What follows belongs to an exercise in optimizing a design on an open flow for small area; a production flow would make more cautious choices.
Function was checked by simulation only, so behaviour that the tests miss may differ from the original.
Power and IR drop assume default switching activity.

[config.mk]
export PLATFORM = sky130hd
export DESIGN_NAME = top
export DESIGN_NICKNAME = top
export VERILOG_FILES = /design/flow/design.v
export SDC_FILE = /design/flow/constraint.sdc
export NUM_CORES = 4
export LEC_CHECK = 0
export CAP_MARGIN = 20
export CORE_MARGIN = 2
export CORE_UTILIZATION = 40
export SLEW_MARGIN = 20
[constraint.sdc]
create_clock -name core_clock -period 10.0 [get_ports {clk}]
set_input_delay 2.0000 -clock core_clock [delete_from_list [all_inputs] [get_ports {clk}]]
set_output_delay 2.0000 -clock core_clock [all_outputs]
set_load 0.01 [all_outputs]
[design.v]
`timescale 1ns / 1ps
module top(
    input wire clk,
    input wire rst,
    input wire set_password,
    input wire enter,
    input wire test,
    input wire [3:0] row,
    output wire [3:0] col,
    output wire [7:0] led_en,
    output wire led_ca,
    output wire led_cb,
    output wire led_cc,
    output wire led_cd,
    output wire led_ce,
    output wire led_cf,
    output wire led_cg,
    output wire led_dp,
    output reg  gled0,
    output reg  gled1,
    output reg  rled0,
    output reg  rled1,
    output reg  rled2
);
reg [7:0] c200;
reg [2:0] r5;
reg [2:0] dig;
reg [1:0] q;
wire f200 = c200[7] & c200[6] & c200[2] & c200[1] & c200[0];    
wire cnt_end = f200 & r5[2];                                     
always @(posedge clk or posedge rst) begin
    if (rst) begin
        c200 <= 8'd0;
        r5   <= 3'd0;
        dig  <= 3'd0;
        q    <= 2'd0;
    end else begin
        c200 <= f200 ? 8'd0 : c200 + 8'd1;
        if (f200) begin
            dig <= dig + 3'd1;
            r5  <= r5[2] ? 3'd0 : r5 + 3'd1;
        end
        if (cnt_end) q <= q + 2'd1;
    end
end
assign led_en = ~(8'd1 << dig);
localparam S0 = 3'd0, S1 = 3'd1, S2 = 3'd2, S3 = 3'd3, S4 = 3'd4, S5 = 3'd5, S6 = 3'd6, IDLE = 3'd7;
reg [2:0] cur;
reg [2:0] nxt;
assign col = (cur == IDLE) ? 4'b1111 : ~(4'd1 << q);
reg [3:0] kh, km, kt;
reg f1, f2;
wire [3:0] pe = ~row & ~kh;                     
wire shift = cnt_end & (q != 2'd0);
wire fire = shift & pe[3] & ~pe[2] & ~pe[1] & ~pe[0];
always @(posedge clk or posedge rst) begin
    if (rst) begin
        kh <= 4'd0;
        km <= 4'd0;
        kt <= 4'd0;
        f1 <= 1'b0;
        f2 <= 1'b0;
    end else begin
        if (shift) begin
            kh <= km;
            km <= kt;
            kt <= ~row;
        end
        f1 <= fire;
        f2 <= f1;
    end
end
wire [1:0] d = {q[1], ~q[0]};
reg [1:0] num7, num6, num5;
always @(posedge clk or posedge rst) begin
    if (rst) begin
        num7 <= 2'd0;
        num6 <= 2'd0;
        num5 <= 2'd0;
    end else if (set_password || test) begin
        num7 <= 2'd0;
        num6 <= 2'd0;
        num5 <= 2'd0;
    end else if ((cur == S1 || cur == S3) && f2) begin
        if (num7 == 2'd0)      num7 <= d;
        else if (num6 == 2'd0) num6 <= d;
        else if (num5 == 2'd0) num5 <= d;
    end
end
always @(posedge clk or posedge rst) begin
    if (rst) begin
        cur <= IDLE;
        nxt <= S0;
    end else begin
        cur <= nxt;
        case (cur)
            S0: if (set_password) nxt <= S1;
            S1: if (enter) nxt <= S2;
            S2: if (test) nxt <= S3;
            S3: if (enter) nxt <= S4;
            S4: if (gled1) nxt <= S5;
                else if (rled2) nxt <= S6;
                else if (test) nxt <= S3;
            S5: if (set_password) nxt <= S1;
            default: ;
        endcase
    end
end
reg flag0, flagf;
always @(posedge clk) begin
    case (cur)
        S0: begin flag0 <= 1'b1; flagf <= 1'b0; gled0 <= 1'b0; end
        S1: begin flag0 <= 1'b0; gled0 <= 1'b0; end
        S2: begin flag0 <= 1'b1; gled0 <= 1'b1; end
        S3: flag0 <= 1'b0;
        S4: flag0 <= 1'b1;
        S5: flag0 <= 1'b1;
        S6: begin flag0 <= 1'b0; flagf <= 1'b1; end
        default: ;
    endcase
end
reg [1:0] pw7, pw6, pw5;
reg [1:0] scur, snxt;
reg [3:0] cnt;
reg flag;
always @(posedge clk or posedge rst) begin
    if (rst) begin
        gled1 <= 1'b0;
        rled0 <= 1'b0;
        rled1 <= 1'b0;
        rled2 <= 1'b0;
        flag  <= 1'b0;
    end else if (cur == S1) begin
        gled1 <= 1'b0;
        rled0 <= 1'b0;
        rled1 <= 1'b0;
        rled2 <= 1'b0;
    end else if (cur == S3) begin
        flag <= 1'b0;
    end else if (scur == 2'd3) begin
        gled1 <= 1'b1;
        rled0 <= 1'b0;
        rled1 <= 1'b0;
        rled2 <= 1'b0;
    end else if (cnt == 4'd10 && !flag) begin
        if (!rled0) begin
            rled0 <= 1'b1;
            flag  <= 1'b1;
        end else if (!rled1) begin
            rled1 <= 1'b1;
            flag  <= 1'b1;
        end else if (!rled2) begin
            rled2 <= 1'b1;
            flag  <= 1'b1;
        end
    end
end
always @(posedge clk or posedge rst) begin
    if (rst) begin
        pw7 <= 2'd0;
        pw6 <= 2'd0;
        pw5 <= 2'd0;
    end else if (cur == S2 && !test) begin
        pw7 <= num7;
        pw6 <= num6;
        pw5 <= num5;
    end
end
always @(posedge clk or posedge rst) begin
    if (rst) begin
        scur <= 2'd0;
        snxt <= 2'd0;
    end else begin
        scur <= snxt;
        if (cur == S1 || cur == S3)
            snxt <= 2'd0;
        else if (cur == S4)
            case (scur)
                2'd0: if (num7 == pw7) snxt <= 2'd1;
                2'd1: if (num6 == pw6) snxt <= 2'd2;
                2'd2: if (num5 == pw5) snxt <= 2'd3;
                default: ;
            endcase
    end
end
always @(posedge clk or posedge rst) begin
    if (rst)
        cnt <= 4'd0;
    else if (cur == S3)
        cnt <= 4'd0;
    else if (cur == S4 && cnt != 4'd10)
        cnt <= cnt + 4'd1;
end
reg [6:0] seg;    
reg [1:0] shown;
always @(*) begin
    if (dig == 3'd7)      shown = num7;
    else if (dig == 3'd6) shown = num6;
    else if (dig == 3'd5) shown = num5;
    else                  shown = 2'd0;
end
always @(posedge clk) begin
    if (flag0)
        seg <= 7'b1000000;
    else if (flagf)
        seg <= 7'b0001110;
    else
        case (shown)
            2'd0: seg <= 7'b1111111;
            2'd1: seg <= 7'b1111001;
            2'd2: seg <= 7'b0100100;
            default: seg <= 7'b0110000;
        endcase
end
assign led_ca = seg[0];
assign led_cb = seg[1];
assign led_cc = seg[2];
assign led_cd = seg[3];
assign led_ce = seg[4];
assign led_cf = seg[5];
assign led_cg = seg[6];
assign led_dp = 1'b1;
endmodule
[run.sh]
#!/bin/bash
# synth_recipe.tcl (not shown) runs the flow's synth.tcl, then flattens the netlist and writes it again
# the make line also repeats each setting of config.mk as NAME=value (left out here)
make -C /OpenROAD-flow-scripts/flow DESIGN_CONFIG=/design/flow/config.mk WORK_HOME=/design/flow/orfs CLKGATE_MAP_FILE= SYNTH_SCRIPT=/design/flow/synth_recipe.tcl finish
==> impl_metrics.py <==
metrics = {
    "status": {
        "status": "no timing/DRC/antenna violations",
    },
    "pwr": {
        "powerDensity_mw_per_mm2": 198,
        "internal-power_uw": 554,
        "peakVddDrop_v": 0.0000713,
        "leakagePower_nw": 1.85,
        "p_clk_frac": 0.313,
        "swShare": 0.289,
        "p_seq_frac": 0.485,
        "p_switching_uw": 226,
        "p_comb_frac": 0.202,
    },
    "die": {
        "die_y_um": 95.2,
        "die_area_mm2": 0.00905,
        "ios": 34,
        "coreArea_mm2": 0.00813,
        "die_w_um": 95.2,
        "start_util": 0.409,
        "fp-row-count": 33,
    },
    "routing": {
        "ant_nets": 0,
        "vias": 2257,
        "wl_per_cell_um": 12.5,
        "drc_errors": 0,
        "firstDrtPassIters": 4,
        "drt_iter0_markers": 72,
        "vias_per_cell": 4.87,
        "wirelength_um": 5800,
    },
    "place": {
        "placed_cell_area_mm2": 0.00372,
        "place_ws_ns": 6.32,
        "gp_congestion": 0.748,
        "io_buffers": 32,
        "hpwl_um": 4120,
    },
    "timing": {
        "period_share": 0.400,
        "fmax_mhz": 250,
        "grt_setup_unrepaired": "false",
        "slew_viol_final": 0,
        "layout_min_cycle_time_ns": 4.00,
        "clock_skew_ns": 0.00775,
        "worst_slew_pin_slew_ns": 0.759,
        "relSlewSlack": 0.494,
        "tns_ns": 0,
        "finalHoldViolations": 0,
        "setup_ws_ns": 6.00,
        "setup_violations": 0,
    },
    "worst_setup_path": {
        "path_buf_inv": 1,
        "required_ns": 8.00,
        "critPathKind": "reg -> out",
        "slowest_delay_ns": 0.70,
        "worstPathMaxFanout": 17,
        "crit_chain": "nand3_1, nand2_1, clkdlybuf4s50_1",
        "crit_arrival_ns": 2.00,
        "slowest_stage": "dfstp_2",
        "critPathCaptureType": "output port",
        "cp_top_family": "flip-flops",
        "worstSetupStartpointType": "flop",
    },
    "global_routing": {
        "antenna_found_initial": 0,
        "grt_pass1_wl_um": 9940,
        "grt_pass1_vias": 2160,
        "grt_max_degree": 62,
        "grt_overflow": 0,
        "grt.total_usage": 0.142,
    },
    "clocking": {
        "clockRootBuffer": "clkbuf_8",
        "cts_buffers": 9,
        "clkTransAtPathRegs_ns": 0.07,
        "clockBufferDepth": 2,
        "cts_setup_buffers": 0,
        "cts_htree_levels": 3,
        "cts_tree": "yes",
        "cts_resized": 0,
        "clock_latency_ns": 0.33,
        "holdBufCountCts": 0,
        "cts_num_sinks": 71,
    },
    "synthesis": {
        "netlist_area_mm2": 0.00332,
        "synth-edff-count": 3,
        "postSynthCellCount": 320,
        "synth-main-ff-cell": "dfrtp_1",
        "async_reset_ff_frac": 0.859,
        "seq_area_frac_synth": 0.530,
        "synth_seq_cells": 71,
        "syn-mean-instance-area_um2": 10.4,
        "syn_nets": 348,
        "yosysUniqueCellTypes": 45,
        "yosys_warnings": 1,
    },
    "layout": {
        "fin_area_mm2": 0.00394,
        "drive_gt1_frac": 0.106,
        "diodes": 0,
        "nNetsFinal": 381,
        "syn2layout_area_growth_pct": 18.5,
        "fin_util": 0.484,
    },
    "worst_hold_path": {
        "min_path_type": "reg -> reg",
    },
    "run": {
        "max_cap_viol_count": 0,
    },
}
## final timing paths
| kind | from | to | slack [ns] | cells past startpoint |
|---|---|---|---|---|
| max | cur[1] | col[3] | 6.00 | 3 |
| min | f1 | f2 | 0.35 | 0 |
| max reg2reg | cur[0] | num5[1] | 7.94 | 5 |
| min reg2reg | f1 | f2 | 0.35 | 0 |
| max in group asynchronous | rst | cnt[0] | 7.29 | 3 |
| min in group asynchronous | rst | c200[0] | 2.22 | 3 |
## placed cells by master (no fill, tap or decap), types with 4 or more instances in the layout
cell	instances
nand2_1	40
clkdlybuf4s50_1	32
xor2_1	10
nand3b_1	4
dfxtp_1	7
clkbuf_8	11
xnor2_1	5
inv_1	14
mux2_2	14
nor2_1	33
nand2b_1	4
a21oi_1	14
ha_1	19
o21a_1	5
o21ai_0	21
dfrtp_1	58
nand3_1	9
nor3_1	11
## worst reg2reg max path: cells and delay by family (launching register included)
| kind | cells | cell delay [ns] |
|---|---|---|
| flops | 1 | 0.70 |
| compound gates | 2 | 0.35 |
| simple gates | 3 | 0.95 |
## final cells by class
type,count,area (um2)
Fill cell,750,4200
Sequential cell,71,1760
Multi-Input combinational cell,223,1440
Timing Repair Buffer,33,328
Clock buffer,14,184
Tap cell,105,131
Inverter,15,56.3
Clock inverter,2,35.0
## metrics by stage
stage	std cells	power (mW)	hold slack, ns
floorplan	320	0.481	0.331
global placement	447	0.539	0.336
detailed placement	447	0.543	0.340
CTS	463	0.791	0.357
global route	463	0.833	0.362
finish	463	0.780	0.353
## Yosys cell counts, types with 2 or more instances
cell type | count | area share
nand3_1 | 9 | 0.014
inv_1 | 15 | 0.017
a21oi_1 | 14 | 0.021
dfstp_2 | 3 | 0.024
dfrtp_1 | 58 | 0.44
xor2_1 | 10 | 0.026
edfxtp_1 | 3 | 0.027
a21o_1 | 3 | 0.0068
mux2i_1 | 3 | 0.0090
nor2b_1 | 3 | 0.0056
ha_1 | 19 | 0.072
buf_4 | 3 | 0.0068
nand2_1 | 40 | 0.045
nand3b_1 | 4 | 0.0090
nor3_1 | 11 | 0.017
mux2_2 | 14 | 0.047
nor4_1 | 3 | 0.0056
a31oi_1 | 2 | 0.0038
nand2b_1 | 4 | 0.0075
xnor2_1 | 5 | 0.013
clkbuf_1 | 5 | 0.0056
o21ai_0 | 21 | 0.032
buf_2 | 2 | 0.0030
o21a_1 | 5 | 0.011
and3_1 | 3 | 0.0056
nor2_1 | 33 | 0.037
dfxtp_1 | 7 | 0.042
## sequential cells by signal, indices dropped and copies added (netlist names), 2 cells and up
signal and count:
nxt 3, r5 3, c200 8, km 4
num6 2, seg 7, kt 4, num5 2
pw6 2, snxt 2, q 2, dig 3
pw7 2, cnt 4, kh 4, cur 3
scur 2, num7 2, pw5 2
## layer usage
metal / global-route usage / part of all wire
met1: 0.190 / 0.51
met2: 0.221 / 0.45
met3: 0.0379 / 0.029
met4: 0.0507 / 0.011
met5: 0 / 0
## power groups by stage
stage / sequential (mW) / combinational (mW) / clock [mW]
after floorplan: 0.367 / 0.114 / 0
after global placement: 0.381 / 0.157 / 0
after detailed placement: 0.384 / 0.159 / 0
after CTS: 0.379 / 0.160 / 0.252
after global routing: 0.387 / 0.178 / 0.268
final: 0.378 / 0.158 / 0.244
## cell families after synthesis
| kind of cell | Yosys count | synth area share |
|---|---|---|
| AO/OA/AOI/OAI | 53 | 0.0941 |
| XOR/XNOR | 15 | 0.0395 |
| adder cells (fa/ha/maj) | 19 | 0.0715 |
| buffers and inverters | 26 | 0.0358 |
| flip-flops | 71 | 0.530 |
| multiplexers | 18 | 0.0610 |
| other | 1 | 0.00113 |
| AND/OR/NAND/NOR | 117 | 0.167 |

==> separate check: timing with driven ports <==
The flow's constraints put no driver on any port. The routed layout listed below was extracted and timed again, unchanged, in two steps.
Step 1 sets driving cells, clkbuf_16 on the clock port and buf_2 on the other inputs (assumed; they add their load-dependent delay and slew).
Step 2 moves the port delays by t, midway between the first and last clock arrival at a register: inputs arrive t later, outputs are due t later. That takes back most of the time a late clock gives input paths.
a / b / c = no drivers / after step 1 / after step 2; a / b = the first two.
t, ns: 0.354
slack for setup (ns): 5.997 / 5.967 / 6.321
slew at the worst register clock pin (ns): 0.07 / 0.07
worst slew at a driven data input, ns: 0.04
After both steps this run still meets setup and hold. For this run, drivers alone change the setup slack by -0.030 ns; drivers and shift together by +0.324 ns.
